This design comes from an exercise in tuning for small area on the open sky130 flow, not from production work.
Only simulation tests tie the RTL to the original design; equivalence was not proved.

==> design/flow/design.v <==
module mkMAC(CLK,
	     RST_N,
	     get_values_multiplicand1,
	     get_values_multiplicand2,
	     get_values_addend,
	     get_values_mode,
	     EN_get_values,
	     RDY_get_values,
	     mac_result,
	     RDY_mac_result);
  input  CLK;
  input  RST_N;
  input  [63 : 0] get_values_multiplicand1;
  input  [63 : 0] get_values_multiplicand2;
  input  [63 : 0] get_values_addend;
  input  [1 : 0] get_values_mode;
  input  EN_get_values;
  output RDY_get_values;
  output [127 : 0] mac_result;
  output RDY_mac_result;
  wire [127 : 0] mac_result;
  wire RDY_get_values, RDY_mac_result;
  reg [63 : 0] a;
  wire [63 : 0] a_D_IN;
  wire a_EN;
  reg [3 : 0] counter;
  wire [3 : 0] counter_D_IN;
  wire counter_EN;
  reg flag_0;
  wire flag_0_D_IN, flag_0_EN;
  reg flag_1;
  wire flag_1_D_IN, flag_1_EN;
  reg flag_2;
  wire flag_2_D_IN, flag_2_EN;
  reg flag_3;
  wire flag_3_D_IN, flag_3_EN;
  reg flag_4;
  wire flag_4_D_IN, flag_4_EN;
  reg inp_ready;
  wire inp_ready_D_IN, inp_ready_EN;
  reg [63 : 0] m1;
  wire [63 : 0] m1_D_IN;
  wire m1_EN;
  reg [63 : 0] m2;
  wire [63 : 0] m2_D_IN;
  wire m2_EN;
  reg [127 : 0] mac_output;
  reg [127 : 0] mac_output_D_IN;
  wire mac_output_EN;
  reg mac_ready;
  wire mac_ready_D_IN, mac_ready_EN;
  reg [31 : 0] partial_product_0;
  wire [31 : 0] partial_product_0_D_IN;
  wire partial_product_0_EN;
  reg [31 : 0] partial_product_1;
  wire [31 : 0] partial_product_1_D_IN;
  wire partial_product_1_EN;
  reg [31 : 0] partial_product_10;
  wire [31 : 0] partial_product_10_D_IN;
  wire partial_product_10_EN;
  reg [31 : 0] partial_product_11;
  wire [31 : 0] partial_product_11_D_IN;
  wire partial_product_11_EN;
  reg [31 : 0] partial_product_12;
  wire [31 : 0] partial_product_12_D_IN;
  wire partial_product_12_EN;
  reg [31 : 0] partial_product_13;
  wire [31 : 0] partial_product_13_D_IN;
  wire partial_product_13_EN;
  reg [31 : 0] partial_product_14;
  wire [31 : 0] partial_product_14_D_IN;
  wire partial_product_14_EN;
  reg [31 : 0] partial_product_15;
  wire [31 : 0] partial_product_15_D_IN;
  wire partial_product_15_EN;
  reg [31 : 0] partial_product_2;
  wire [31 : 0] partial_product_2_D_IN;
  wire partial_product_2_EN;
  reg [31 : 0] partial_product_3;
  wire [31 : 0] partial_product_3_D_IN;
  wire partial_product_3_EN;
  reg [31 : 0] partial_product_4;
  wire [31 : 0] partial_product_4_D_IN;
  wire partial_product_4_EN;
  reg [31 : 0] partial_product_5;
  wire [31 : 0] partial_product_5_D_IN;
  wire partial_product_5_EN;
  reg [31 : 0] partial_product_6;
  wire [31 : 0] partial_product_6_D_IN;
  wire partial_product_6_EN;
  reg [31 : 0] partial_product_7;
  wire [31 : 0] partial_product_7_D_IN;
  wire partial_product_7_EN;
  reg [31 : 0] partial_product_8;
  wire [31 : 0] partial_product_8_D_IN;
  wire partial_product_8_EN;
  reg [31 : 0] partial_product_9;
  wire [31 : 0] partial_product_9_D_IN;
  wire partial_product_9_EN;
  reg [127 : 0] partial_sum_0;
  wire [127 : 0] partial_sum_0_D_IN;
  wire partial_sum_0_EN;
  reg [127 : 0] partial_sum_1;
  wire [127 : 0] partial_sum_1_D_IN;
  wire partial_sum_1_EN;
  reg [127 : 0] partial_sum_2;
  wire [127 : 0] partial_sum_2_D_IN;
  wire partial_sum_2_EN;
  reg [127 : 0] partial_sum_3;
  wire [127 : 0] partial_sum_3_D_IN;
  wire partial_sum_3_EN;
  reg [127 : 0] partial_sum_4;
  wire [127 : 0] partial_sum_4_D_IN;
  wire partial_sum_4_EN;
  reg [127 : 0] partial_sum_5;
  wire [127 : 0] partial_sum_5_D_IN;
  wire partial_sum_5_EN;
  reg [127 : 0] partial_sum_6;
  wire [127 : 0] partial_sum_6_D_IN;
  wire partial_sum_6_EN;
  reg [1 : 0] reg_mode;
  wire [1 : 0] reg_mode_D_IN;
  wire reg_mode_EN;
  reg [15 : 0] x_0;
  wire [15 : 0] x_0_D_IN;
  wire x_0_EN;
  reg [15 : 0] x_1;
  reg [15 : 0] x_1_D_IN;
  wire x_1_EN;
  reg [15 : 0] x_10;
  reg [15 : 0] x_10_D_IN;
  wire x_10_EN;
  reg [15 : 0] x_11;
  reg [15 : 0] x_11_D_IN;
  wire x_11_EN;
  reg [15 : 0] x_12;
  reg [15 : 0] x_12_D_IN;
  wire x_12_EN;
  reg [15 : 0] x_13;
  reg [15 : 0] x_13_D_IN;
  wire x_13_EN;
  reg [15 : 0] x_14;
  reg [15 : 0] x_14_D_IN;
  wire x_14_EN;
  reg [15 : 0] x_15;
  wire [15 : 0] x_15_D_IN;
  wire x_15_EN;
  reg [15 : 0] x_2;
  reg [15 : 0] x_2_D_IN;
  wire x_2_EN;
  reg [15 : 0] x_3;
  reg [15 : 0] x_3_D_IN;
  wire x_3_EN;
  reg [15 : 0] x_4;
  reg [15 : 0] x_4_D_IN;
  wire x_4_EN;
  reg [15 : 0] x_5;
  reg [15 : 0] x_5_D_IN;
  wire x_5_EN;
  reg [15 : 0] x_6;
  reg [15 : 0] x_6_D_IN;
  wire x_6_EN;
  reg [15 : 0] x_7;
  reg [15 : 0] x_7_D_IN;
  wire x_7_EN;
  reg [15 : 0] x_8;
  reg [15 : 0] x_8_D_IN;
  wire x_8_EN;
  reg [15 : 0] x_9;
  reg [15 : 0] x_9_D_IN;
  wire x_9_EN;
  reg [15 : 0] y_0;
  wire [15 : 0] y_0_D_IN;
  wire y_0_EN;
  reg [15 : 0] y_1;
  wire [15 : 0] y_1_D_IN;
  wire y_1_EN;
  reg [15 : 0] y_10;
  reg [15 : 0] y_10_D_IN;
  wire y_10_EN;
  reg [15 : 0] y_11;
  reg [15 : 0] y_11_D_IN;
  wire y_11_EN;
  reg [15 : 0] y_12;
  reg [15 : 0] y_12_D_IN;
  wire y_12_EN;
  reg [15 : 0] y_13;
  reg [15 : 0] y_13_D_IN;
  wire y_13_EN;
  reg [15 : 0] y_14;
  wire [15 : 0] y_14_D_IN;
  wire y_14_EN;
  reg [15 : 0] y_15;
  wire [15 : 0] y_15_D_IN;
  wire y_15_EN;
  reg [15 : 0] y_2;
  reg [15 : 0] y_2_D_IN;
  wire y_2_EN;
  reg [15 : 0] y_3;
  reg [15 : 0] y_3_D_IN;
  wire y_3_EN;
  reg [15 : 0] y_4;
  reg [15 : 0] y_4_D_IN;
  wire y_4_EN;
  reg [15 : 0] y_5;
  reg [15 : 0] y_5_D_IN;
  wire y_5_EN;
  reg [15 : 0] y_6;
  reg [15 : 0] y_6_D_IN;
  wire y_6_EN;
  reg [15 : 0] y_7;
  reg [15 : 0] y_7_D_IN;
  wire y_7_EN;
  reg [15 : 0] y_8;
  reg [15 : 0] y_8_D_IN;
  wire y_8_EN;
  reg [15 : 0] y_9;
  reg [15 : 0] y_9_D_IN;
  wire y_9_EN;
  wire CAN_FIRE_RL_compute_MAC,
       CAN_FIRE_get_values,
       WILL_FIRE_RL_compute_MAC,
       WILL_FIRE_get_values;
  wire [127 : 0] x7294_PLUS_y7295__q1,
		 x7384_PLUS_y7385__q2,
		 x7564_PLUS_y7565__q3,
		 x7633_PLUS_y7634__q5,
		 x7700_PLUS_y7701__q4,
		 x__h17294,
		 x__h17384,
		 x__h17564,
		 x__h17633,
		 x__h17700,
		 x__h17702,
		 x__h17704,
		 x__h17920,
		 x__h18412,
		 x__h18601,
		 x__h18855,
		 x__h19064,
		 x__h19066,
		 x__h19068,
		 x__h19070,
		 x__h19072,
		 x__h19074,
		 x__h19076,
		 x__h19078,
		 x__h19080,
		 y__h17295,
		 y__h17385,
		 y__h17565,
		 y__h17634,
		 y__h17701,
		 y__h17703,
		 y__h17705,
		 y__h18890,
		 y__h19067,
		 y__h19069,
		 y__h19071,
		 y__h19073,
		 y__h19077;
  wire [95 : 0] partial_product_5_34_BITS_15_TO_0_71_PLUS_0_CO_ETC___d298;
  wire [63 : 0] _0_CONCAT_x_0_15_16_MUL_0_CONCAT_y_0_17_18___d119,
		_0_CONCAT_x_10_75_76_MUL_0_CONCAT_y_10_77_78___d179,
		_0_CONCAT_x_11_81_82_MUL_0_CONCAT_y_11_83_84___d185,
		_0_CONCAT_x_12_87_88_MUL_0_CONCAT_y_12_89_90___d191,
		_0_CONCAT_x_13_93_94_MUL_0_CONCAT_y_13_95_96___d197,
		_0_CONCAT_x_14_99_00_MUL_0_CONCAT_y_14_01_02___d203,
		_0_CONCAT_x_15_05_06_MUL_0_CONCAT_y_15_07_08___d209,
		_0_CONCAT_x_1_21_22_MUL_0_CONCAT_y_1_23_24___d125,
		_0_CONCAT_x_2_27_28_MUL_0_CONCAT_y_2_29_30___d131,
		_0_CONCAT_x_3_33_34_MUL_0_CONCAT_y_3_35_36___d137,
		_0_CONCAT_x_4_39_40_MUL_0_CONCAT_y_4_41_42___d143,
		_0_CONCAT_x_5_45_46_MUL_0_CONCAT_y_5_47_48___d149,
		_0_CONCAT_x_6_51_52_MUL_0_CONCAT_y_6_53_54___d155,
		_0_CONCAT_x_7_57_58_MUL_0_CONCAT_y_7_59_60___d161,
		_0_CONCAT_x_8_63_64_MUL_0_CONCAT_y_8_65_66___d167,
		_0_CONCAT_x_9_69_70_MUL_0_CONCAT_y_9_71_72___d173,
		partial_product_3_32_BITS_15_TO_0_79_PLUS_0_CO_ETC___d297,
		x__h18635,
		x__h18637,
		x__h18639,
		x__h18738,
		x__h18740,
		x__h18742,
		y__h18636,
		y__h18739;
  wire [31 : 0] x__h15829,
		x__h15916,
		x__h15981,
		x__h16046,
		x__h16111,
		x__h16176,
		x__h16241,
		x__h16306,
		x__h16371,
		x__h16436,
		x__h16501,
		x__h16566,
		x__h16631,
		x__h16696,
		x__h16761,
		x__h16826,
		y__h15830,
		y__h15917,
		y__h15982,
		y__h16047,
		y__h16112,
		y__h16177,
		y__h16242,
		y__h16307,
		y__h16372,
		y__h16437,
		y__h16502,
		y__h16567,
		y__h16632,
		y__h16697,
		y__h16762,
		y__h16827,
		y__h18447,
		y__h18484,
		y__h18516,
		y__h18548;
  wire [15 : 0] x__h5399,
		x__h5463,
		x__h5527,
		x__h5591,
		x__h5655,
		x__h5719,
		x__h5783,
		x__h5847,
		x__h6872,
		x__h6936,
		x__h7000,
		x__h7064,
		x__h7128,
		x__h7192,
		x__h7256,
		x__h7320,
		y__h17955,
		y__h18015,
		y__h18068,
		y__h18121,
		y__h18174,
		y__h18227,
		y__h18280,
		y__h18333;
  wire NOT_get_values_multiplicand1_EQ_m1_60_61_OR_NO_ETC___d367;
  assign RDY_get_values = 1'd1 ;
  assign CAN_FIRE_get_values = 1'd1 ;
  assign WILL_FIRE_get_values = EN_get_values ;
  assign mac_result = mac_output ;
  assign RDY_mac_result = mac_ready ;
  assign CAN_FIRE_RL_compute_MAC = 1'd1 ;
  assign WILL_FIRE_RL_compute_MAC = 1'd1 ;
  assign a_D_IN = get_values_addend ;
  assign a_EN =
	     EN_get_values &&
	     (NOT_get_values_multiplicand1_EQ_m1_60_61_OR_NO_ETC___d367 ||
	      get_values_mode != reg_mode) ;
  assign counter_D_IN = 4'h0 ;
  assign counter_EN = 1'b0 ;
  assign flag_0_D_IN = inp_ready ;
  assign flag_0_EN = 1'd1 ;
  assign flag_1_D_IN = flag_0 ;
  assign flag_1_EN = reg_mode != 2'd0 && reg_mode != 2'd1 || !flag_0 ;
  assign flag_2_D_IN = flag_1 ;
  assign flag_2_EN = 1'd1 ;
  assign flag_3_D_IN = flag_2 || flag_4 ;
  assign flag_3_EN = 1'd1 ;
  assign flag_4_D_IN = 1'd1 ;
  assign flag_4_EN = flag_0 && (reg_mode == 2'd0 || reg_mode == 2'd1) ;
  assign inp_ready_D_IN =
	     NOT_get_values_multiplicand1_EQ_m1_60_61_OR_NO_ETC___d367 ||
	     get_values_mode != reg_mode ;
  assign inp_ready_EN = EN_get_values ;
  assign m1_D_IN = get_values_multiplicand1 ;
  assign m1_EN =
	     EN_get_values &&
	     (NOT_get_values_multiplicand1_EQ_m1_60_61_OR_NO_ETC___d367 ||
	      get_values_mode != reg_mode) ;
  assign m2_D_IN = get_values_multiplicand2 ;
  assign m2_EN =
	     EN_get_values &&
	     (NOT_get_values_multiplicand1_EQ_m1_60_61_OR_NO_ETC___d367 ||
	      get_values_mode != reg_mode) ;
  always@(reg_mode or x__h18855 or x__h17920 or x__h18412 or x__h18601)
  begin
    case (reg_mode)
      2'd0: mac_output_D_IN = x__h17920;
      2'd1: mac_output_D_IN = x__h18412;
      2'd2: mac_output_D_IN = x__h18601;
      2'd3: mac_output_D_IN = x__h18855;
    endcase
  end
  assign mac_output_EN = flag_3_D_IN ;
  assign mac_ready_D_IN = 1'd1 ;
  assign mac_ready_EN = flag_3_D_IN ;
  assign partial_product_0_D_IN =
	     _0_CONCAT_x_0_15_16_MUL_0_CONCAT_y_0_17_18___d119[31:0] ;
  assign partial_product_0_EN = flag_0 ;
  assign partial_product_1_D_IN =
	     _0_CONCAT_x_1_21_22_MUL_0_CONCAT_y_1_23_24___d125[31:0] ;
  assign partial_product_1_EN = flag_0 ;
  assign partial_product_10_D_IN =
	     _0_CONCAT_x_10_75_76_MUL_0_CONCAT_y_10_77_78___d179[31:0] ;
  assign partial_product_10_EN = flag_0 ;
  assign partial_product_11_D_IN =
	     _0_CONCAT_x_11_81_82_MUL_0_CONCAT_y_11_83_84___d185[31:0] ;
  assign partial_product_11_EN = flag_0 ;
  assign partial_product_12_D_IN =
	     _0_CONCAT_x_12_87_88_MUL_0_CONCAT_y_12_89_90___d191[31:0] ;
  assign partial_product_12_EN = flag_0 ;
  assign partial_product_13_D_IN =
	     _0_CONCAT_x_13_93_94_MUL_0_CONCAT_y_13_95_96___d197[31:0] ;
  assign partial_product_13_EN = flag_0 ;
  assign partial_product_14_D_IN =
	     _0_CONCAT_x_14_99_00_MUL_0_CONCAT_y_14_01_02___d203[31:0] ;
  assign partial_product_14_EN = flag_0 ;
  assign partial_product_15_D_IN =
	     _0_CONCAT_x_15_05_06_MUL_0_CONCAT_y_15_07_08___d209[31:0] ;
  assign partial_product_15_EN = flag_0 ;
  assign partial_product_2_D_IN =
	     _0_CONCAT_x_2_27_28_MUL_0_CONCAT_y_2_29_30___d131[31:0] ;
  assign partial_product_2_EN = flag_0 ;
  assign partial_product_3_D_IN =
	     _0_CONCAT_x_3_33_34_MUL_0_CONCAT_y_3_35_36___d137[31:0] ;
  assign partial_product_3_EN = flag_0 ;
  assign partial_product_4_D_IN =
	     _0_CONCAT_x_4_39_40_MUL_0_CONCAT_y_4_41_42___d143[31:0] ;
  assign partial_product_4_EN = flag_0 ;
  assign partial_product_5_D_IN =
	     _0_CONCAT_x_5_45_46_MUL_0_CONCAT_y_5_47_48___d149[31:0] ;
  assign partial_product_5_EN = flag_0 ;
  assign partial_product_6_D_IN =
	     _0_CONCAT_x_6_51_52_MUL_0_CONCAT_y_6_53_54___d155[31:0] ;
  assign partial_product_6_EN = flag_0 ;
  assign partial_product_7_D_IN =
	     _0_CONCAT_x_7_57_58_MUL_0_CONCAT_y_7_59_60___d161[31:0] ;
  assign partial_product_7_EN = flag_0 ;
  assign partial_product_8_D_IN =
	     _0_CONCAT_x_8_63_64_MUL_0_CONCAT_y_8_65_66___d167[31:0] ;
  assign partial_product_8_EN = flag_0 ;
  assign partial_product_9_D_IN =
	     _0_CONCAT_x_9_69_70_MUL_0_CONCAT_y_9_71_72___d173[31:0] ;
  assign partial_product_9_EN = flag_0 ;
  assign partial_sum_0_D_IN = { x7294_PLUS_y7295__q1[111:0], 16'd0 } ;
  assign partial_sum_0_EN = flag_1 ;
  assign partial_sum_1_D_IN = { x7384_PLUS_y7385__q2[111:0], 16'd0 } ;
  assign partial_sum_1_EN = flag_1 ;
  assign partial_sum_2_D_IN = { 64'd0, partial_product_4, 32'd0 } ;
  assign partial_sum_2_EN = flag_1 ;
  assign partial_sum_3_D_IN = { 64'd0, partial_product_15, 32'd0 } ;
  assign partial_sum_3_EN = flag_1 ;
  assign partial_sum_4_D_IN = { x7564_PLUS_y7565__q3[111:0], 16'd0 } ;
  assign partial_sum_4_EN = flag_1 ;
  assign partial_sum_5_D_IN = { x7700_PLUS_y7701__q4[79:0], 48'd0 } ;
  assign partial_sum_5_EN = flag_1 ;
  assign partial_sum_6_D_IN = { x7633_PLUS_y7634__q5[111:0], 16'd0 } ;
  assign partial_sum_6_EN = flag_1 ;
  assign reg_mode_D_IN = get_values_mode ;
  assign reg_mode_EN =
	     EN_get_values &&
	     (NOT_get_values_multiplicand1_EQ_m1_60_61_OR_NO_ETC___d367 ||
	      get_values_mode != reg_mode) ;
  assign x_0_D_IN = (reg_mode == 2'd0) ? x__h5399 : m1[15:0] ;
  assign x_0_EN = inp_ready ;
  always@(reg_mode or m1 or x__h5463)
  begin
    case (reg_mode)
      2'd0: x_1_D_IN = x__h5463;
      2'd1: x_1_D_IN = m1[31:16];
      default: x_1_D_IN = m1[15:0];
    endcase
  end
  assign x_1_EN = inp_ready ;
  always@(reg_mode or m1 or x__h5527)
  begin
    case (reg_mode)
      2'd0: x_10_D_IN = x__h5527;
      2'd1, 2'd2: x_10_D_IN = m1[47:32];
      2'd3: x_10_D_IN = m1[31:16];
    endcase
  end
  assign x_10_EN = inp_ready ;
  always@(reg_mode or m1 or x__h5591)
  begin
    case (reg_mode)
      2'd0: x_11_D_IN = x__h5591;
      2'd1: x_11_D_IN = m1[63:48];
      default: x_11_D_IN = m1[47:32];
    endcase
  end
  assign x_11_EN = inp_ready ;
  always@(reg_mode or m1 or x__h5655)
  begin
    case (reg_mode)
      2'd0: x_12_D_IN = x__h5655;
      2'd1: x_12_D_IN = m1[15:0];
      default: x_12_D_IN = m1[63:48];
    endcase
  end
  assign x_12_EN = inp_ready ;
  always@(reg_mode or m1 or x__h5719)
  begin
    case (reg_mode)
      2'd0: x_13_D_IN = x__h5719;
      2'd1: x_13_D_IN = m1[31:16];
      default: x_13_D_IN = m1[47:32];
    endcase
  end
  assign x_13_EN = inp_ready ;
  always@(reg_mode or m1 or x__h5783)
  begin
    case (reg_mode)
      2'd0: x_14_D_IN = x__h5783;
      2'd1: x_14_D_IN = m1[47:32];
      default: x_14_D_IN = m1[63:48];
    endcase
  end
  assign x_14_EN = inp_ready ;
  assign x_15_D_IN = (reg_mode == 2'd0) ? x__h5847 : m1[63:48] ;
  assign x_15_EN = inp_ready ;
  always@(reg_mode or m1 or x__h5527)
  begin
    case (reg_mode)
      2'd0: x_2_D_IN = x__h5527;
      2'd1: x_2_D_IN = m1[47:32];
      default: x_2_D_IN = m1[31:16];
    endcase
  end
  assign x_2_EN = inp_ready ;
  always@(reg_mode or m1 or x__h5591)
  begin
    case (reg_mode)
      2'd0: x_3_D_IN = x__h5591;
      2'd1: x_3_D_IN = m1[63:48];
      default: x_3_D_IN = m1[15:0];
    endcase
  end
  assign x_3_EN = inp_ready ;
  always@(reg_mode or m1 or x__h5655)
  begin
    case (reg_mode)
      2'd0: x_4_D_IN = x__h5655;
      2'd1: x_4_D_IN = m1[15:0];
      default: x_4_D_IN = m1[31:16];
    endcase
  end
  assign x_4_EN = inp_ready ;
  always@(reg_mode or m1 or x__h5719)
  begin
    case (reg_mode)
      2'd0: x_5_D_IN = x__h5719;
      2'd1, 2'd2: x_5_D_IN = m1[31:16];
      2'd3: x_5_D_IN = m1[47:32];
    endcase
  end
  assign x_5_EN = inp_ready ;
  always@(reg_mode or m1 or x__h5783)
  begin
    case (reg_mode)
      2'd0: x_6_D_IN = x__h5783;
      2'd1: x_6_D_IN = m1[47:32];
      default: x_6_D_IN = m1[15:0];
    endcase
  end
  assign x_6_EN = inp_ready ;
  always@(reg_mode or m1 or x__h5847)
  begin
    case (reg_mode)
      2'd0: x_7_D_IN = x__h5847;
      2'd1: x_7_D_IN = m1[63:48];
      default: x_7_D_IN = m1[31:16];
    endcase
  end
  assign x_7_EN = inp_ready ;
  always@(reg_mode or m1 or x__h5399)
  begin
    case (reg_mode)
      2'd0: x_8_D_IN = x__h5399;
      2'd1: x_8_D_IN = m1[15:0];
      default: x_8_D_IN = m1[47:32];
    endcase
  end
  assign x_8_EN = inp_ready ;
  always@(reg_mode or m1 or x__h5463)
  begin
    case (reg_mode)
      2'd0: x_9_D_IN = x__h5463;
      2'd1: x_9_D_IN = m1[31:16];
      default: x_9_D_IN = m1[63:48];
    endcase
  end
  assign x_9_EN = inp_ready ;
  assign y_0_D_IN = (reg_mode == 2'd0) ? x__h6872 : m2[15:0] ;
  assign y_0_EN = inp_ready ;
  assign y_1_D_IN = (reg_mode == 2'd0) ? x__h6936 : m2[31:16] ;
  assign y_1_EN = inp_ready ;
  always@(reg_mode or m2 or x__h7000)
  begin
    case (reg_mode)
      2'd0: y_10_D_IN = x__h7000;
      2'd1: y_10_D_IN = m2[47:32];
      default: y_10_D_IN = m2[63:48];
    endcase
  end
  assign y_10_EN = inp_ready ;
  always@(reg_mode or m2 or x__h7064)
  begin
    case (reg_mode)
      2'd0: y_11_D_IN = x__h7064;
      2'd1: y_11_D_IN = m2[63:48];
      default: y_11_D_IN = m2[47:32];
    endcase
  end
  assign y_11_EN = inp_ready ;
  always@(reg_mode or m2 or x__h7128)
  begin
    case (reg_mode)
      2'd0: y_12_D_IN = x__h7128;
      2'd1: y_12_D_IN = m2[15:0];
      2'd2: y_12_D_IN = m2[47:32];
      2'd3: y_12_D_IN = m2[31:16];
    endcase
  end
  assign y_12_EN = inp_ready ;
  always@(reg_mode or m2 or x__h7192)
  begin
    case (reg_mode)
      2'd0: y_13_D_IN = x__h7192;
      2'd1: y_13_D_IN = m2[31:16];
      default: y_13_D_IN = m2[63:48];
    endcase
  end
  assign y_13_EN = inp_ready ;
  assign y_14_D_IN = (reg_mode == 2'd0) ? x__h7256 : m2[47:32] ;
  assign y_14_EN = inp_ready ;
  assign y_15_D_IN = (reg_mode == 2'd0) ? x__h7320 : m2[63:48] ;
  assign y_15_EN = inp_ready ;
  always@(reg_mode or m2 or x__h7000)
  begin
    case (reg_mode)
      2'd0: y_2_D_IN = x__h7000;
      2'd1: y_2_D_IN = m2[47:32];
      default: y_2_D_IN = m2[15:0];
    endcase
  end
  assign y_2_EN = inp_ready ;
  always@(reg_mode or m2 or x__h7064)
  begin
    case (reg_mode)
      2'd0: y_3_D_IN = x__h7064;
      2'd1: y_3_D_IN = m2[63:48];
      2'd2: y_3_D_IN = m2[31:16];
      2'd3: y_3_D_IN = m2[47:32];
    endcase
  end
  assign y_3_EN = inp_ready ;
  always@(reg_mode or m2 or x__h7128)
  begin
    case (reg_mode)
      2'd0: y_4_D_IN = x__h7128;
      2'd1: y_4_D_IN = m2[15:0];
      default: y_4_D_IN = m2[31:16];
    endcase
  end
  assign y_4_EN = inp_ready ;
  always@(reg_mode or m2 or x__h7192)
  begin
    case (reg_mode)
      2'd0: y_5_D_IN = x__h7192;
      2'd1: y_5_D_IN = m2[31:16];
      default: y_5_D_IN = m2[15:0];
    endcase
  end
  assign y_5_EN = inp_ready ;
  always@(reg_mode or m2 or x__h7256)
  begin
    case (reg_mode)
      2'd0: y_6_D_IN = x__h7256;
      2'd1: y_6_D_IN = m2[47:32];
      2'd2: y_6_D_IN = m2[15:0];
      2'd3: y_6_D_IN = m2[63:48];
    endcase
  end
  assign y_6_EN = inp_ready ;
  always@(reg_mode or m2 or x__h7320)
  begin
    case (reg_mode)
      2'd0: y_7_D_IN = x__h7320;
      2'd1: y_7_D_IN = m2[63:48];
      2'd2: y_7_D_IN = m2[31:16];
      2'd3: y_7_D_IN = m2[47:32];
    endcase
  end
  assign y_7_EN = inp_ready ;
  always@(reg_mode or m2 or x__h6872)
  begin
    case (reg_mode)
      2'd0: y_8_D_IN = x__h6872;
      2'd1: y_8_D_IN = m2[15:0];
      2'd2: y_8_D_IN = m2[47:32];
      2'd3: y_8_D_IN = m2[31:16];
    endcase
  end
  assign y_8_EN = inp_ready ;
  always@(reg_mode or m2 or x__h6936)
  begin
    case (reg_mode)
      2'd0: y_9_D_IN = x__h6936;
      2'd1: y_9_D_IN = m2[31:16];
      2'd2: y_9_D_IN = m2[63:48];
      2'd3: y_9_D_IN = m2[15:0];
    endcase
  end
  assign y_9_EN = inp_ready ;
  assign NOT_get_values_multiplicand1_EQ_m1_60_61_OR_NO_ETC___d367 =
	     get_values_multiplicand1 != m1 ||
	     get_values_multiplicand2 != m2 ||
	     get_values_addend != a ;
  assign _0_CONCAT_x_0_15_16_MUL_0_CONCAT_y_0_17_18___d119 =
	     x__h15829 * y__h15830 ;
  assign _0_CONCAT_x_10_75_76_MUL_0_CONCAT_y_10_77_78___d179 =
	     x__h16501 * y__h16502 ;
  assign _0_CONCAT_x_11_81_82_MUL_0_CONCAT_y_11_83_84___d185 =
	     x__h16566 * y__h16567 ;
  assign _0_CONCAT_x_12_87_88_MUL_0_CONCAT_y_12_89_90___d191 =
	     x__h16631 * y__h16632 ;
  assign _0_CONCAT_x_13_93_94_MUL_0_CONCAT_y_13_95_96___d197 =
	     x__h16696 * y__h16697 ;
  assign _0_CONCAT_x_14_99_00_MUL_0_CONCAT_y_14_01_02___d203 =
	     x__h16761 * y__h16762 ;
  assign _0_CONCAT_x_15_05_06_MUL_0_CONCAT_y_15_07_08___d209 =
	     x__h16826 * y__h16827 ;
  assign _0_CONCAT_x_1_21_22_MUL_0_CONCAT_y_1_23_24___d125 =
	     x__h15916 * y__h15917 ;
  assign _0_CONCAT_x_2_27_28_MUL_0_CONCAT_y_2_29_30___d131 =
	     x__h15981 * y__h15982 ;
  assign _0_CONCAT_x_3_33_34_MUL_0_CONCAT_y_3_35_36___d137 =
	     x__h16046 * y__h16047 ;
  assign _0_CONCAT_x_4_39_40_MUL_0_CONCAT_y_4_41_42___d143 =
	     x__h16111 * y__h16112 ;
  assign _0_CONCAT_x_5_45_46_MUL_0_CONCAT_y_5_47_48___d149 =
	     x__h16176 * y__h16177 ;
  assign _0_CONCAT_x_6_51_52_MUL_0_CONCAT_y_6_53_54___d155 =
	     x__h16241 * y__h16242 ;
  assign _0_CONCAT_x_7_57_58_MUL_0_CONCAT_y_7_59_60___d161 =
	     x__h16306 * y__h16307 ;
  assign _0_CONCAT_x_8_63_64_MUL_0_CONCAT_y_8_65_66___d167 =
	     x__h16371 * y__h16372 ;
  assign _0_CONCAT_x_9_69_70_MUL_0_CONCAT_y_9_71_72___d173 =
	     x__h16436 * y__h16437 ;
  assign partial_product_3_32_BITS_15_TO_0_79_PLUS_0_CO_ETC___d297 =
	     { partial_product_3[15:0] + y__h18174,
	       partial_product_2[15:0] + y__h18227,
	       partial_product_1[15:0] + y__h18280,
	       partial_product_0[15:0] + y__h18333 } ;
  assign partial_product_5_34_BITS_15_TO_0_71_PLUS_0_CO_ETC___d298 =
	     { partial_product_5[15:0] + y__h18068,
	       partial_product_4[15:0] + y__h18121,
	       partial_product_3_32_BITS_15_TO_0_79_PLUS_0_CO_ETC___d297 } ;
  assign x7294_PLUS_y7295__q1 = x__h17294 + y__h17295 ;
  assign x7384_PLUS_y7385__q2 = x__h17384 + y__h17385 ;
  assign x7564_PLUS_y7565__q3 = x__h17564 + y__h17565 ;
  assign x7633_PLUS_y7634__q5 = x__h17633 + y__h17634 ;
  assign x7700_PLUS_y7701__q4 = x__h17700 + y__h17701 ;
  assign x__h15829 = { 16'd0, x_0 } ;
  assign x__h15916 = { 16'd0, x_1 } ;
  assign x__h15981 = { 16'd0, x_2 } ;
  assign x__h16046 = { 16'd0, x_3 } ;
  assign x__h16111 = { 16'd0, x_4 } ;
  assign x__h16176 = { 16'd0, x_5 } ;
  assign x__h16241 = { 16'd0, x_6 } ;
  assign x__h16306 = { 16'd0, x_7 } ;
  assign x__h16371 = { 16'd0, x_8 } ;
  assign x__h16436 = { 16'd0, x_9 } ;
  assign x__h16501 = { 16'd0, x_10 } ;
  assign x__h16566 = { 16'd0, x_11 } ;
  assign x__h16631 = { 16'd0, x_12 } ;
  assign x__h16696 = { 16'd0, x_13 } ;
  assign x__h16761 = { 16'd0, x_14 } ;
  assign x__h16826 = { 16'd0, x_15 } ;
  assign x__h17294 = { 96'd0, partial_product_1 } ;
  assign x__h17384 = { 96'd0, partial_product_13 } ;
  assign x__h17564 = { 96'd0, partial_product_3 } ;
  assign x__h17633 = { 96'd0, partial_product_10 } ;
  assign x__h17700 = x__h17702 + y__h17703 ;
  assign x__h17702 = x__h17704 + y__h17705 ;
  assign x__h17704 = { 96'd0, partial_product_6 } ;
  assign x__h17920 =
	     { partial_product_7[15:0] + y__h17955,
	       partial_product_6[15:0] + y__h18015,
	       partial_product_5_34_BITS_15_TO_0_71_PLUS_0_CO_ETC___d298 } ;
  assign x__h18412 =
	     { partial_product_3 + y__h18447,
	       partial_product_2 + y__h18484,
	       partial_product_1 + y__h18516,
	       partial_product_0 + y__h18548 } ;
  assign x__h18601 = { x__h18635 + y__h18636, x__h18738 + y__h18739 } ;
  assign x__h18635 = x__h18637 + partial_sum_3[63:0] ;
  assign x__h18637 = x__h18639 + partial_sum_1[63:0] ;
  assign x__h18639 = { 32'd0, partial_product_8 } ;
  assign x__h18738 = x__h18740 + partial_sum_2[63:0] ;
  assign x__h18740 = x__h18742 + partial_sum_0[63:0] ;
  assign x__h18742 = { 32'd0, partial_product_0 } ;
  assign x__h18855 = x__h19064 + y__h18890 ;
  assign x__h19064 = x__h19066 + y__h19067 ;
  assign x__h19066 = x__h19068 + y__h19069 ;
  assign x__h19068 = x__h19070 + y__h19071 ;
  assign x__h19070 = x__h19072 + y__h19073 ;
  assign x__h19072 = x__h19074 + partial_sum_5 ;
  assign x__h19074 = x__h19076 + y__h19077 ;
  assign x__h19076 = x__h19078 + partial_sum_2 ;
  assign x__h19078 = x__h19080 + partial_sum_0 ;
  assign x__h19080 = { 96'd0, partial_product_0 } ;
  assign x__h5399 = { 8'd0, m1[7:0] } ;
  assign x__h5463 = { 8'd0, m1[15:8] } ;
  assign x__h5527 = { 8'd0, m1[23:16] } ;
  assign x__h5591 = { 8'd0, m1[31:24] } ;
  assign x__h5655 = { 8'd0, m1[39:32] } ;
  assign x__h5719 = { 8'd0, m1[47:40] } ;
  assign x__h5783 = { 8'd0, m1[55:48] } ;
  assign x__h5847 = { 8'd0, m1[63:56] } ;
  assign x__h6872 = { 8'd0, m2[7:0] } ;
  assign x__h6936 = { 8'd0, m2[15:8] } ;
  assign x__h7000 = { 8'd0, m2[23:16] } ;
  assign x__h7064 = { 8'd0, m2[31:24] } ;
  assign x__h7128 = { 8'd0, m2[39:32] } ;
  assign x__h7192 = { 8'd0, m2[47:40] } ;
  assign x__h7256 = { 8'd0, m2[55:48] } ;
  assign x__h7320 = { 8'd0, m2[63:56] } ;
  assign y__h15830 = { 16'd0, y_0 } ;
  assign y__h15917 = { 16'd0, y_1 } ;
  assign y__h15982 = { 16'd0, y_2 } ;
  assign y__h16047 = { 16'd0, y_3 } ;
  assign y__h16112 = { 16'd0, y_4 } ;
  assign y__h16177 = { 16'd0, y_5 } ;
  assign y__h16242 = { 16'd0, y_6 } ;
  assign y__h16307 = { 16'd0, y_7 } ;
  assign y__h16372 = { 16'd0, y_8 } ;
  assign y__h16437 = { 16'd0, y_9 } ;
  assign y__h16502 = { 16'd0, y_10 } ;
  assign y__h16567 = { 16'd0, y_11 } ;
  assign y__h16632 = { 16'd0, y_12 } ;
  assign y__h16697 = { 16'd0, y_13 } ;
  assign y__h16762 = { 16'd0, y_14 } ;
  assign y__h16827 = { 16'd0, y_15 } ;
  assign y__h17295 = { 96'd0, partial_product_2 } ;
  assign y__h17385 = { 96'd0, partial_product_14 } ;
  assign y__h17565 = { 96'd0, partial_product_5 } ;
  assign y__h17634 = { 96'd0, partial_product_12 } ;
  assign y__h17701 = { 96'd0, partial_product_9 } ;
  assign y__h17703 = { 96'd0, partial_product_8 } ;
  assign y__h17705 = { 96'd0, partial_product_7 } ;
  assign y__h17955 = { 8'd0, a[63:56] } ;
  assign y__h18015 = { 8'd0, a[55:48] } ;
  assign y__h18068 = { 8'd0, a[47:40] } ;
  assign y__h18121 = { 8'd0, a[39:32] } ;
  assign y__h18174 = { 8'd0, a[31:24] } ;
  assign y__h18227 = { 8'd0, a[23:16] } ;
  assign y__h18280 = { 8'd0, a[15:8] } ;
  assign y__h18333 = { 8'd0, a[7:0] } ;
  assign y__h18447 = { 16'd0, a[63:48] } ;
  assign y__h18484 = { 16'd0, a[47:32] } ;
  assign y__h18516 = { 16'd0, a[31:16] } ;
  assign y__h18548 = { 16'd0, a[15:0] } ;
  assign y__h18636 = { 32'd0, a[63:32] } ;
  assign y__h18739 = { 32'd0, a[31:0] } ;
  assign y__h18890 = { 64'd0, a } ;
  assign y__h19067 = { partial_sum_3[63:0], 64'd0 } ;
  assign y__h19069 = { partial_sum_1[63:0], 64'd0 } ;
  assign y__h19071 = { partial_sum_6[79:0], 48'd0 } ;
  assign y__h19073 = { 32'd0, partial_product_11, 64'd0 } ;
  assign y__h19077 = { partial_sum_4[111:0], 16'd0 } ;
  always@(posedge CLK)
  begin
    if (RST_N == 1'b0)
      begin
        a <=  64'd0;
	counter <=  4'd0;
	flag_0 <=  1'd0;
	flag_1 <=  1'd0;
	flag_2 <=  1'd0;
	flag_3 <=  1'd0;
	flag_4 <=  1'd0;
	inp_ready <=  1'd0;
	m1 <=  64'd0;
	m2 <=  64'd0;
	mac_output <=  128'd0;
	mac_ready <=  1'd0;
	partial_product_0 <=  32'd0;
	partial_product_1 <=  32'd0;
	partial_product_10 <=  32'd0;
	partial_product_11 <=  32'd0;
	partial_product_12 <=  32'd0;
	partial_product_13 <=  32'd0;
	partial_product_14 <=  32'd0;
	partial_product_15 <=  32'd0;
	partial_product_2 <=  32'd0;
	partial_product_3 <=  32'd0;
	partial_product_4 <=  32'd0;
	partial_product_5 <=  32'd0;
	partial_product_6 <=  32'd0;
	partial_product_7 <=  32'd0;
	partial_product_8 <=  32'd0;
	partial_product_9 <=  32'd0;
	partial_sum_0 <=  128'd0;
	partial_sum_1 <=  128'd0;
	partial_sum_2 <=  128'd0;
	partial_sum_3 <=  128'd0;
	partial_sum_4 <=  128'd0;
	partial_sum_5 <=  128'd0;
	partial_sum_6 <=  128'd0;
	reg_mode <=  2'd0;
	x_0 <=  16'd0;
	x_1 <=  16'd0;
	x_10 <=  16'd0;
	x_11 <=  16'd0;
	x_12 <=  16'd0;
	x_13 <=  16'd0;
	x_14 <=  16'd0;
	x_15 <=  16'd0;
	x_2 <=  16'd0;
	x_3 <=  16'd0;
	x_4 <=  16'd0;
	x_5 <=  16'd0;
	x_6 <=  16'd0;
	x_7 <=  16'd0;
	x_8 <=  16'd0;
	x_9 <=  16'd0;
	y_0 <=  16'd0;
	y_1 <=  16'd0;
	y_10 <=  16'd0;
	y_11 <=  16'd0;
	y_12 <=  16'd0;
	y_13 <=  16'd0;
	y_14 <=  16'd0;
	y_15 <=  16'd0;
	y_2 <=  16'd0;
	y_3 <=  16'd0;
	y_4 <=  16'd0;
	y_5 <=  16'd0;
	y_6 <=  16'd0;
	y_7 <=  16'd0;
	y_8 <=  16'd0;
	y_9 <=  16'd0;
      end
    else
      begin
        if (a_EN) a <=  a_D_IN;
	if (counter_EN) counter <=  counter_D_IN;
	if (flag_0_EN) flag_0 <=  flag_0_D_IN;
	if (flag_1_EN) flag_1 <=  flag_1_D_IN;
	if (flag_2_EN) flag_2 <=  flag_2_D_IN;
	if (flag_3_EN) flag_3 <=  flag_3_D_IN;
	if (flag_4_EN) flag_4 <=  flag_4_D_IN;
	if (inp_ready_EN) inp_ready <=  inp_ready_D_IN;
	if (m1_EN) m1 <=  m1_D_IN;
	if (m2_EN) m2 <=  m2_D_IN;
	if (mac_output_EN)
	  mac_output <=  mac_output_D_IN;
	if (mac_ready_EN) mac_ready <=  mac_ready_D_IN;
	if (partial_product_0_EN)
	  partial_product_0 <=  partial_product_0_D_IN;
	if (partial_product_1_EN)
	  partial_product_1 <=  partial_product_1_D_IN;
	if (partial_product_10_EN)
	  partial_product_10 <=  partial_product_10_D_IN;
	if (partial_product_11_EN)
	  partial_product_11 <=  partial_product_11_D_IN;
	if (partial_product_12_EN)
	  partial_product_12 <=  partial_product_12_D_IN;
	if (partial_product_13_EN)
	  partial_product_13 <=  partial_product_13_D_IN;
	if (partial_product_14_EN)
	  partial_product_14 <=  partial_product_14_D_IN;
	if (partial_product_15_EN)
	  partial_product_15 <=  partial_product_15_D_IN;
	if (partial_product_2_EN)
	  partial_product_2 <=  partial_product_2_D_IN;
	if (partial_product_3_EN)
	  partial_product_3 <=  partial_product_3_D_IN;
	if (partial_product_4_EN)
	  partial_product_4 <=  partial_product_4_D_IN;
	if (partial_product_5_EN)
	  partial_product_5 <=  partial_product_5_D_IN;
	if (partial_product_6_EN)
	  partial_product_6 <=  partial_product_6_D_IN;
	if (partial_product_7_EN)
	  partial_product_7 <=  partial_product_7_D_IN;
	if (partial_product_8_EN)
	  partial_product_8 <=  partial_product_8_D_IN;
	if (partial_product_9_EN)
	  partial_product_9 <=  partial_product_9_D_IN;
	if (partial_sum_0_EN)
	  partial_sum_0 <=  partial_sum_0_D_IN;
	if (partial_sum_1_EN)
	  partial_sum_1 <=  partial_sum_1_D_IN;
	if (partial_sum_2_EN)
	  partial_sum_2 <=  partial_sum_2_D_IN;
	if (partial_sum_3_EN)
	  partial_sum_3 <=  partial_sum_3_D_IN;
	if (partial_sum_4_EN)
	  partial_sum_4 <=  partial_sum_4_D_IN;
	if (partial_sum_5_EN)
	  partial_sum_5 <=  partial_sum_5_D_IN;
	if (partial_sum_6_EN)
	  partial_sum_6 <=  partial_sum_6_D_IN;
	if (reg_mode_EN) reg_mode <=  reg_mode_D_IN;
	if (x_0_EN) x_0 <=  x_0_D_IN;
	if (x_1_EN) x_1 <=  x_1_D_IN;
	if (x_10_EN) x_10 <=  x_10_D_IN;
	if (x_11_EN) x_11 <=  x_11_D_IN;
	if (x_12_EN) x_12 <=  x_12_D_IN;
	if (x_13_EN) x_13 <=  x_13_D_IN;
	if (x_14_EN) x_14 <=  x_14_D_IN;
	if (x_15_EN) x_15 <=  x_15_D_IN;
	if (x_2_EN) x_2 <=  x_2_D_IN;
	if (x_3_EN) x_3 <=  x_3_D_IN;
	if (x_4_EN) x_4 <=  x_4_D_IN;
	if (x_5_EN) x_5 <=  x_5_D_IN;
	if (x_6_EN) x_6 <=  x_6_D_IN;
	if (x_7_EN) x_7 <=  x_7_D_IN;
	if (x_8_EN) x_8 <=  x_8_D_IN;
	if (x_9_EN) x_9 <=  x_9_D_IN;
	if (y_0_EN) y_0 <=  y_0_D_IN;
	if (y_1_EN) y_1 <=  y_1_D_IN;
	if (y_10_EN) y_10 <=  y_10_D_IN;
	if (y_11_EN) y_11 <=  y_11_D_IN;
	if (y_12_EN) y_12 <=  y_12_D_IN;
	if (y_13_EN) y_13 <=  y_13_D_IN;
	if (y_14_EN) y_14 <=  y_14_D_IN;
	if (y_15_EN) y_15 <=  y_15_D_IN;
	if (y_2_EN) y_2 <=  y_2_D_IN;
	if (y_3_EN) y_3 <=  y_3_D_IN;
	if (y_4_EN) y_4 <=  y_4_D_IN;
	if (y_5_EN) y_5 <=  y_5_D_IN;
	if (y_6_EN) y_6 <=  y_6_D_IN;
	if (y_7_EN) y_7 <=  y_7_D_IN;
	if (y_8_EN) y_8 <=  y_8_D_IN;
	if (y_9_EN) y_9 <=  y_9_D_IN;
      end
  end
endmodule   
==> design/flow/run.sh <==
#!/bin/bash
# synth_recipe.tcl (not shown) runs the flow's synth.tcl, then flattens the netlist and writes it again
# the make line also repeats each setting of config.mk as NAME=value (left out here)
make -C /OpenROAD-flow-scripts/flow DESIGN_CONFIG=/design/flow/config.mk WORK_HOME=/design/flow/orfs CLKGATE_MAP_FILE= SYNTH_SCRIPT=/design/flow/synth_recipe.tcl finish
==> design/flow/config.mk <==
export PLATFORM = sky130hd
export DESIGN_NAME = mkMAC
export DESIGN_NICKNAME = mkMAC
export VERILOG_FILES = /design/flow/design.v
export SDC_FILE = /design/flow/constraint.sdc
export NUM_CORES = 8
export LEC_CHECK = 0
export CAP_MARGIN = 20
export CORE_MARGIN = 2
export CORE_UTILIZATION = 40
export SLEW_MARGIN = 20
==> design/flow/constraint.sdc <==
create_clock -name core_clock -period 9.0 [get_ports {CLK}]
set_input_delay 1.8000 -clock core_clock [delete_from_list [all_inputs] [get_ports {CLK}]]
set_output_delay 1.8000 -clock core_clock [all_outputs]
set_load 0.01 [all_outputs]
==> results by group, run 1 <==
Routing
  • Final WL: 1080000 um
  • Post-route DRC: 0
  • DRT met1 WL: 439000 um
  • Number of vias per cell: 5.79
  • Highest metal used: met5
  • Wirelength per Cell: 30.9 um
  • DR WL met3: approximately 120000 um
  • Drt first pass iters: 9
  • Antenna-violating nets left: 0
  • Starting DRT DRC Count: between 20000 and 25000
  • Met2 wire len: approximately 440000 um
  • Vias: 203000

Yosys
  • Yosys cell types: just under 100
  • Syn Area/Cell: about 8.5 um2
  • Register area share after synthesis: 13.5%
  • Mux share of post-synthesis cell area: slightly below 3%
  • Number of flops mapped to enable cells by yosys: 0
  • Yosys reg bits: roughly 1600
  • Synth Cell Area: 0.232 mm2
  • Primary FF master, synth: dfxtp_1
  • Ys async rst share: 0%
  • XOR/XNOR Fraction of Synth Area: 4.46%
  • Cells after synthesis: roughly 27000
  • Compound-Gate Fraction of Synth Area: 11.8%
  • Syn Nets: 33200
  • Largest family of logic cells by synthesized area: adder cells
  • Post-synthesis adder-cell area fraction: a little over two fifths
  • Yosys warns: 1
  • Post-Synth Simple-Gate Area: 16.3%

Cells and area
  • Nets@finish: roughly 33000
  • Most frequent cells in the layout: inv_1, fa_1, nand2_1
  • Share of cells above drive strength 1: between 4 and 5%
  • Commonest non-fill, non-tap cell in the layout: inv_1
  • End-of-flow core utilization: 43.7%
  • Syn-to-layout area delta: 8.74%

Job
  • Maximum capacitance violations: 0

GRT
  • Number of global-route vias before repair: between 150k and 200k
  • Largest net degree at the start of global routing: ~140
  • Initial antenna violation count: 180
  • GRT Overall Usage: 36.3%
  • First-pass GRT wire length: 1510000 um
  • Global route overflow: 0

Worst setup path
  • CP required: 9.86 ns
  • Reg2reg path depth: 24
  • Setup CP Type: flip-flop to flip-flop
  • Worst setup SP type: flip-flop
  • Crit Path Max Fanout: 10
  • Arrival time of the worst setup path: 8.79 ns
  • Critical Path Sink Type: flip-flop

Die
  • Die X: 765 um
  • Core Box Area: 0.577 mm2
  • IO Pins: 327
  • Num rows: approximately 280
  • Die area: 0.585 mm2
  • Die H: around 770 um
  • Initial Util: 40.2%

STA
  • Final setup vio count: 0
  • Fin crit period: 7.93 ns
  • Pins Over Slew Limit: 0
  • Fin crit share: 88.1%
  • Worst rel slew slack: between 8 and 9%
  • Max Freq: between 0.1 and 0.15 GHz
  • Final setup TNS: 0 ns
  • Worst hold margin: 0.460 ns
  • Worst-margin pin slew: about 1.4 ns
  • Fin Clk Skew: roughly 0.086 ns
  • RSZ-0062 raised after global routing: false
  • Fin. Hold Viols: 0

Clock network
  • H-tree depth: 4
  • Clock root buffer: clkbuf_16
  • Num CTS Buffers: 201
  • Post-CTS setup buffer count: 0
  • CTS tree: built
  • Clk pin slew, worst setup/hold paths: 0.06 ns
  • # clock sinks: 1566
  • Clock latency (worst-skew pair): 1.03 ns
  • # resized after CTS: 0
  • Hold_buf cts: 0
  • Max clock buf depth: 4

Placed design
  • Post-DP HPWL: 873000 um
  • RD Place Congestion: 1.06
  • Port bufs: approximately 330

Worst hold path
  • Worst min path class: flip-flop to flip-flop
  • Hold path depth: 1

Run status
  • Outcome: no timing/DRC/antenna violations
flip-flops by register name, summed over array words and instances (netlist names), 33 cells and up:
signal	count
mac_output	128
a	64
m1	64
m2	64
partial_sum_5	34
partial_sum_0	33
partial_sum_1	33
partial_sum_4	33
partial_sum_6	33
area by class of cell:
cell class,instances,area [um2]
fill,57600,325000
antenna,168,420
clock buffer,252,5520
clock inverter,112,1420
multi-input combinational,20000,179000
tap,7727,9670
inverter,4380,16500
sequential,1566,31400
timing repair buffer,899,7840
cells in the mapped netlist, types with 28 or more instances:
master    count  area share (%)
nand4_1     194            0.52
nand2_1    3201             5.2
a211oi_1    123            0.40
buf_1        62            0.10
or2_2        28           0.076
mux2i_1     684             3.0
dfxtp_1    1566              14
o211ai_1     71            0.23
nor2_1     1681             2.7
a21o_1      408             1.3
nand2b_1    109            0.29
o21bai_1    168            0.54
nand3_1     272            0.59
clkbuf_1   1272             2.1
and3_1      149            0.40
a21boi_0     40            0.13
a31oi_1     195            0.53
o21ai_0     974             2.1
a221oi_1     93            0.35
inv_1      4374             7.1
and2_1     1931             5.2
a221o_1      32            0.14
nor3_1      182            0.39
ha_1       2400              13
o221ai_1     66            0.25
a21oi_1    1501             3.2
a222oi_1     38            0.16
a22oi_1     120            0.39
xnor2_1     745             2.8
fa_1       3317              29
xor2_1      434             1.6
or3_1        76            0.21
nor4_1       47            0.13
o21a_1      134            0.43
nor2b_1      94            0.25
o31ai_1      51            0.17
per-stage QoR:
step,cell area [um2],std cells,worst slack (ns)
after floorplan,232000,27300,2.30
after global placement,244000,34600,1.12
after detailed placement,244000,34600,1.22
after CTS,251000,34900,1.22
after global routing,252000,35000,0.884
final,252000,35100,1.07
kinds of logic after synthesis:
family	count (synthesis)
AOI/OAI and AO/OA	4377
xor gates and xnor gates	1179
adders and majority gates	5717
buffers and inverters	5740
DFF	1566
muxes	688
other	1
and+or+nand+nor	8053
worst max-delay path: stages (launching register included):
cell,delay [ns]
dfxtp_1,0.90
buf_4,0.28
nand2_1,0.09
fa_1,0.52
inv_1,0.07
fa_1,0.48
fa_1,0.48
fa_1,0.44
fa_1,0.51
inv_1,0.05
fa_1,0.51
inv_1,0.05
ha_1,0.40
a21o_1,0.21
a21o_1,0.17
a21oi_1,0.26
o21a_1,0.21
nor4bb_2,0.61
o41ai_1,0.23
a211oi_1,0.31
nor2_1,0.13
or4_1,0.42
a31oi_1,0.21
xnor2_1,0.14
o21ai_0,0.09
final timing paths:
kind	from	end	slack, ns
hold / removal	mac_output[77]$_SDFFE_PN0P_	mac_output[77]$_SDFFE_PN0P_	0.46
hold reg to reg	mac_output[77]$_SDFFE_PN0P_	mac_output[77]$_SDFFE_PN0P_	0.46
setup reg to reg	x_7[7]$_SDFFE_PN0P_	partial_product_7[31]$_SDFFE_PN0P_	1.07
setup / recovery	x_7[7]$_SDFFE_PN0P_	partial_product_7[31]$_SDFFE_PN0P_	1.07
routing by layer:
layer / track usage, % / vias to the layer above
met2: 51.2 / 11100
met1: 47.2 / 103000
met4: 22.5 / 93
met5: 1.22 / -
met3: 12.8 / 2429
li1: - / 87000
==> inputs of run 2 (changes only) <==
==> design/flow/design.v (replaced) <==
module mkMAC(CLK,
	     RST_N,
	     get_values_multiplicand1,
	     get_values_multiplicand2,
	     get_values_addend,
	     get_values_mode,
	     EN_get_values,
	     RDY_get_values,
	     mac_result,
	     RDY_mac_result);
  input  CLK;
  input  RST_N;
  input  [63 : 0] get_values_multiplicand1;
  input  [63 : 0] get_values_multiplicand2;
  input  [63 : 0] get_values_addend;
  input  [1 : 0] get_values_mode;
  input  EN_get_values;
  output RDY_get_values;
  output [127 : 0] mac_result;
  output RDY_mac_result;
  reg [63:0] m1, m2, a;
  reg [1:0] md;
  reg valid;
  reg [2:0] st;           
  reg [64:0] hi;
  reg [51:0] lo;
  wire differ = (get_values_multiplicand1 != m1) ||
                (get_values_multiplicand2 != m2) ||
                (get_values_addend != a) || (get_values_mode != md);
  wire start = EN_get_values && (differ || !valid);
  reg [127:0] A;
  integer k;
  always @(*) begin
    A = 128'd0;
    case (md)
      2'd0: for (k = 0; k < 8; k = k + 1) A[16*k +: 8] = a[8*k +: 8];
      2'd1: for (k = 0; k < 4; k = k + 1) A[32*k +: 16] = a[16*k +: 16];
      2'd2: for (k = 0; k < 2; k = k + 1) A[64*k +: 32] = a[32*k +: 32];
      default: A[63:0] = a;
    endcase
  end
  reg [12:0] c;
  reg [12:0] X;
  reg [64:0] hin;
  always @(*) begin
    case (st)
      3'd0: begin c = m2[12:0];  X = A[77:65];  hin = A[64:0]; end
      3'd1: begin c = m2[25:13]; X = A[90:78];  hin = hi; end
      3'd2: begin c = m2[38:26]; X = A[103:91]; hin = hi; end
      3'd3: begin c = m2[51:39]; X = A[116:104]; hin = hi; end
      default: begin c = {1'b0, m2[63:52]}; X = {2'b0, A[127:117]}; hin = hi; end
    endcase
  end
  reg [63:0] row [0:12];
  integer jj, i;
  reg [6:0] j;
  always @(*) begin
    for (jj = 0; jj < 13; jj = jj + 1) begin
      j = st * 13 + jj;
      for (i = 0; i < 64; i = i + 1)
        row[jj][i] = m1[i] & c[jj] & ((i >> (3 + md)) == (j >> (3 + md)));
    end
  end
  reg [77:0] S;
  always @(*) begin
    S = {65'd0, hin} + {X, 65'd0};
    for (jj = 0; jj < 13; jj = jj + 1)
      S = S + ({14'd0, row[jj]} << jj);
  end
  always @(posedge CLK) begin
    if (!RST_N) begin
      valid <= 1'b0;
      st <= 3'd4;
    end else if (start) begin
      valid <= 1'b1;
      st <= 3'd0;
    end else if (st != 3'd4)
      st <= st + 3'd1;
  end
  always @(posedge CLK) begin
    if (start) begin
      m1 <= get_values_multiplicand1;
      m2 <= get_values_multiplicand2;
      a <= get_values_addend;
      md <= get_values_mode;
    end
  end
  always @(posedge CLK) begin
    if (st != 3'd4 && !start) begin
      hi <= S[77:13];
      case (st)
        3'd0: lo[12:0] <= S[12:0];
        3'd1: lo[25:13] <= S[12:0];
        3'd2: lo[38:26] <= S[12:0];
        default: lo[51:39] <= S[12:0];
      endcase
    end
  end
  assign RDY_get_values = 1'b1;
  assign mac_result = {S[75:0], lo};
  assign RDY_mac_result = valid && st == 3'd4;
endmodule
==> run 2 against run 1 <==
Now fails the layout checks on negative setup slack. Synthesized area fell by 80%. Critical endpoint is now mac_result[124]. Die area decreased by 80%. Critical path type is now flip-flop to primary output. Core utilization rose by 15 points. Flip-flop and latch count decreased by 1251. Via count decreased by 79%. Critical path depth increased by 19. Cell count down 78%. Worst setup slack got worse by 4.0 ns. Register-to-register slack worse by 1.9 ns. First-iteration DRC count decreased by 81%.
==> results by group, run 2 <==
Run status
  • Outcome: complete, but fails checks (was no timing/DRC/antenna violations)
  • Fail Reasons: negative setup slack

GRT
  • GRT Overall Usage: 34.4% (was 36.3%)
  • Global route overflow: 0 (unchanged)
  • First-pass GRT wire length: 292000 um (was 1510000 um)
  • Initial antenna violation count: 3 (was 180)
  • Number of global-route vias before repair: 43600 (was 195000)
  • Largest net degree at the start of global routing: 65 (was 144)

Worst setup path
  • Critical Path Sink Type: primary output (was flip-flop)
  • Most common cell on crit path: fa_1 (unchanged)
  • Setup CP Type: flip-flop to primary output (was flip-flop to flip-flop)
  • Crit Path Max Fanout: 8 (was 10)
  • Worst r2r dst: hi[64]$_DFFE_PP_ (was partial_product_7[31]$_SDFFE_PN0P_)
  • Reg2reg path depth: 42 (was 24)
  • Worst reg2reg path startpoint: st[1]$_SDFFE_PP0P_ (was x_7[7]$_SDFFE_PN0P_)
  • CP endpoint: mac_result[124] (was partial_product_7[31]$_SDFFE_PN0P_)
  • Worst setup SP type: flip-flop (unchanged)
  • R2R Setup Slk: -0.82 ns (was 1.07 ns)
  • Slowest CP cell: fa_1 (was dfxtp_1)
  • Slowest Stage Delay on Critical Path: 0.59 ns (was 0.90 ns)
  • Setup crit start: st[1]$_SDFFE_PP0P_ (was x_7[7]$_SDFFE_PN0P_)
  • CP required: 7.20 ns (was 9.86 ns)
  • Arrival time of the worst setup path: 10.12 ns (was 8.79 ns)

Cells and area
  • Reg area: 0.00943 mm2 (was 0.0314 mm2)
  • Largest Register: hi (was mac_output)
  • Ant. Diodes: 0 (was 168)
  • Filler instances: 9915 (was 57600)
  • Most frequent cells in the layout: buf_4, inv_1, fa_1 (was inv_1, fa_1, nand2_1)
  • Nets@finish: 7468 (was 33000)
  • Multi-input combinational cell area: 0.0362 mm2 (was 0.179 mm2)
  • Syn-to-layout area delta: 45.5% (was 8.74%)
  • Cell area after layout: 0.0668 mm2 (was 0.252 mm2)
  • Share of cells above drive strength 1: 34.5% (was 4.19%)
  • Final cell count without fillers: 7900 (was 35100)
  • Max reg flops: 65 (was 128)
  • Commonest non-fill, non-tap cell in the layout: buf_4 (was inv_1)

Yosys
  • Cells after synthesis: 4873 (was 27300)
  • Register area share after synthesis: 20.5% (was 13.5%)
  • Number of flops mapped to enable cells by yosys: 311 (was 0)
  • Yosys reg bits: 315 (was 1566)
  • Most common cell in the netlist: inv_1 (unchanged)
  • Ys async rst share: 0% (unchanged)
  • Yosys warns: 10 (was 1)
  • Syn Area/Cell: 9.43 um2 (was 8.48 um2)
  • Top area cells in the synthesized netlist: fa_1, edfxtp_1, inv_1 (was fa_1, dfxtp_1, ha_1)
  • Syn Nets: 5989 (was 33200)
  • Primary FF master, synth: edfxtp_1 (was dfxtp_1)
  • Yosys cell types: 104 (was 99)
  • Synth Cell Area: 0.0459 mm2 (was 0.232 mm2)
  • Area leader, netlist: fa_1 (unchanged)
  • Commonest cells post-synth: inv_1, fa_1, nand2_1 (unchanged)
  • Area share of the largest cell type after synthesis: 33.0% (was 28.7%)

Routing
  • Drt first pass iters: 9 (unchanged)
  • DRT met1 WL: 79300 um (was 439000 um)
  • Vias: 42800 (was 203000)
  • Starting DRT DRC Count: 4360 (was 22900)
  • DR WL met3: 17100 um (was 124000 um)
  • Post-route DRC: 0 (unchanged)
  • Antenna-violating nets left: 0 (unchanged)
  • Wirelength per Cell: 25.9 um (was 30.9 um)
  • Highest metal used: met5 (unchanged)
  • Met2 wire len: 96800 um (was 439000 um)
  • Final WL: 205000 um (was 1080000 um)
  • Number of vias per cell: 5.42 (was 5.79)

Clock network
  • Hold_buf cts: 0 (unchanged)
  • Num CTS Buffers: 45 (was 201)
  • Clk pin slew, worst setup/hold paths: 0.06 ns (about the same)
  • CTS tree: built (unchanged)
  • Clock latency (worst-skew pair): 0.69 ns (was 1.03 ns)
  • Max clock buf depth: 3 (was 4)
  • # clock sinks: 315 (was 1566)
  • Clock root buffer: clkbuf_16 (unchanged)
  • H-tree depth: 2 (was 4)

Placed design
  • Placed Cells: 7653 (was 34600)
  • Post-DP HPWL: 173000 um (was 873000 um)
  • Dpl cell area: 0.0604 mm2 (was 0.244 mm2)
  • RD Place Congestion: 1.01 (was 1.06)
  • Port bufs: 325 (unchanged)

Die
  • IO Pins: 327 (unchanged)
  • Die X: 343 um (was 765 um)
  • Num rows: 124 (was 279)
  • Initial Util: 40.2% (about the same)
  • Die area: 0.118 mm2 (was 0.585 mm2)
  • Die H: 343 um (was 765 um)
  • Core Box Area: 0.114 mm2 (was 0.577 mm2)

STA
  • RSZ-0062 raised after global routing: true (was false)
  • Fin Clk Skew: 0.0804 ns (was 0.0855 ns)
  • Worst-margin pin slew: 1.04 ns (was 1.36 ns)
  • Fin crit period: 11.92 ns (was 7.93 ns)
  • Worst rel slew slack: 30.7% (was 8.74%)
  • Fin. Hold Viols: 0 (unchanged)
  • Fin crit share: 132% (was 88.1%)
  • Max Freq: 0.0839 GHz (was 0.126 GHz)
  • Final setup vio count: 107 (was 0)
  • Setup ws final: -2.92 ns (was 1.07 ns)
  • Pins Over Slew Limit: 0 (unchanged)

Job
  • Maximum capacitance violations: 0 (unchanged)

Worst hold path
  • Worst min path class: flip-flop to flip-flop (unchanged)
## run 2: cell types whose count changed in the layout (fill, tap and decap cells not counted), sizes merged, moves of 882 or more
cell,delta
fa,-2559
a21oi,-1291
ha,-2239
nor2,-1422
inv,-3606
and2,-1783
nand2,-2496
buf,+882
o21ai,-889
dfxtp,-1562
## run 2: cells by family after synthesis
logic type / after synthesis / synth area share, %
flip-flops: 315 / 20.5
XOR/XNOR: 323 / 6.29
AND/OR/NAND/NOR: 1537 / 15.7
other: 1 / 0.00816
multiplexers: 19 / 0.479
AO/OA/AOI/OAI: 677 / 9.94
buffers and inverters: 1082 / 9.64
adder cells (fa/ha/maj): 919 / 37.4
## run 2: worst max-delay path, delay by kind of cell, from the launching register on
kind	cells	cell delay (ns)
flip-flops	1	0.38
AO/OA/AOI/OAI	8	1.29
adder cells (fa/ha/maj)	10	4.25
XOR/XNOR	2	0.36
buffers and inverters	15	1.82
AND/OR/NAND/NOR	8	1.29
## run 2: layout make-up
cell class / instances / share of cell area [%]
well taps: 1512 / 2.83
clock buffers: 53 / 1.76
inverters: 797 / 4.51
flip-flops and latches: 315 / 14.1
repair buffers: 1717 / 22.0
clock inverters: 30 / 0.650
multi-input cells: 3476 / 54.1
## run 2: per-stage QoR
step                util [%]  TNS, ns  hold WS, ns  setup slack, ns
finish                  58.5  -164.44        0.595            -2.92
global route            58.5  -191.09        0.579            -3.21
CTS                     56.9  -161.49        0.583            -2.92
detailed placement      52.9  -183.66        0.568            -3.19
global placement        52.9  -173.85        0.565            -3.06
floorplan                  -   -64.71        0.454            -1.65
## run 2: worst min path at each step
stage,start,end,cells after the start
after detailed placement,valid$_SDFFE_PN0P_,valid$_SDFFE_PN0P_,1
final,valid$_SDFFE_PN0P_,valid$_SDFFE_PN0P_,1
after floorplan,valid$_SDFFE_PN0P_,valid$_SDFFE_PN0P_,1
after global routing,valid$_SDFFE_PN0P_,valid$_SDFFE_PN0P_,1
after CTS,valid$_SDFFE_PN0P_,valid$_SDFFE_PN0P_,1
after global placement,valid$_SDFFE_PN0P_,valid$_SDFFE_PN0P_,1
## run 2: repair_timing
| item | 4_1_cts | 5_1_grt |
|---|---|---|
| pin swaps | 173 | 260 |
| buffers inserted | 102 | 80 |
| gates resized for setup | 756 | 313 |
| endpoints found under the setup margin | 120 | 121 |
## run 2: metal layers
layer	up-vias	GRT usage, %
li1	18700	-
met3	433	5.76
met4	4	15.5
met1	21700	44.8
met2	2032	56.3
met5	-	0

[port drivers added, routing unchanged]
In the flow no input, the clock included, has a driving cell. The finished layouts below were timed again as built, in two steps. Step 1: set_driving_cell puts a clkbuf_16 on CLK and a buf_2 on each other input, an assumption about the parent block. Step 2 also shifts input and output timing later by t, the mid clock arrival at the registers, as if the neighbouring blocks saw the same clock. Slacks: ideal / step 1 / step 2; pairs: ideal / step 1.
| run | t (ns) | setup slack, ns | worst data-port slew with drivers (ns) | pins driven straight from the clock port |
|---|---|---|---|---|
| run 1 | 1.121 | 1.068 / 1.068 / 1.068 | 0.23 | 1 |
| run 2 | 0.719 | -2.920 / -2.989 / -2.270 | 0.08 | 1 |
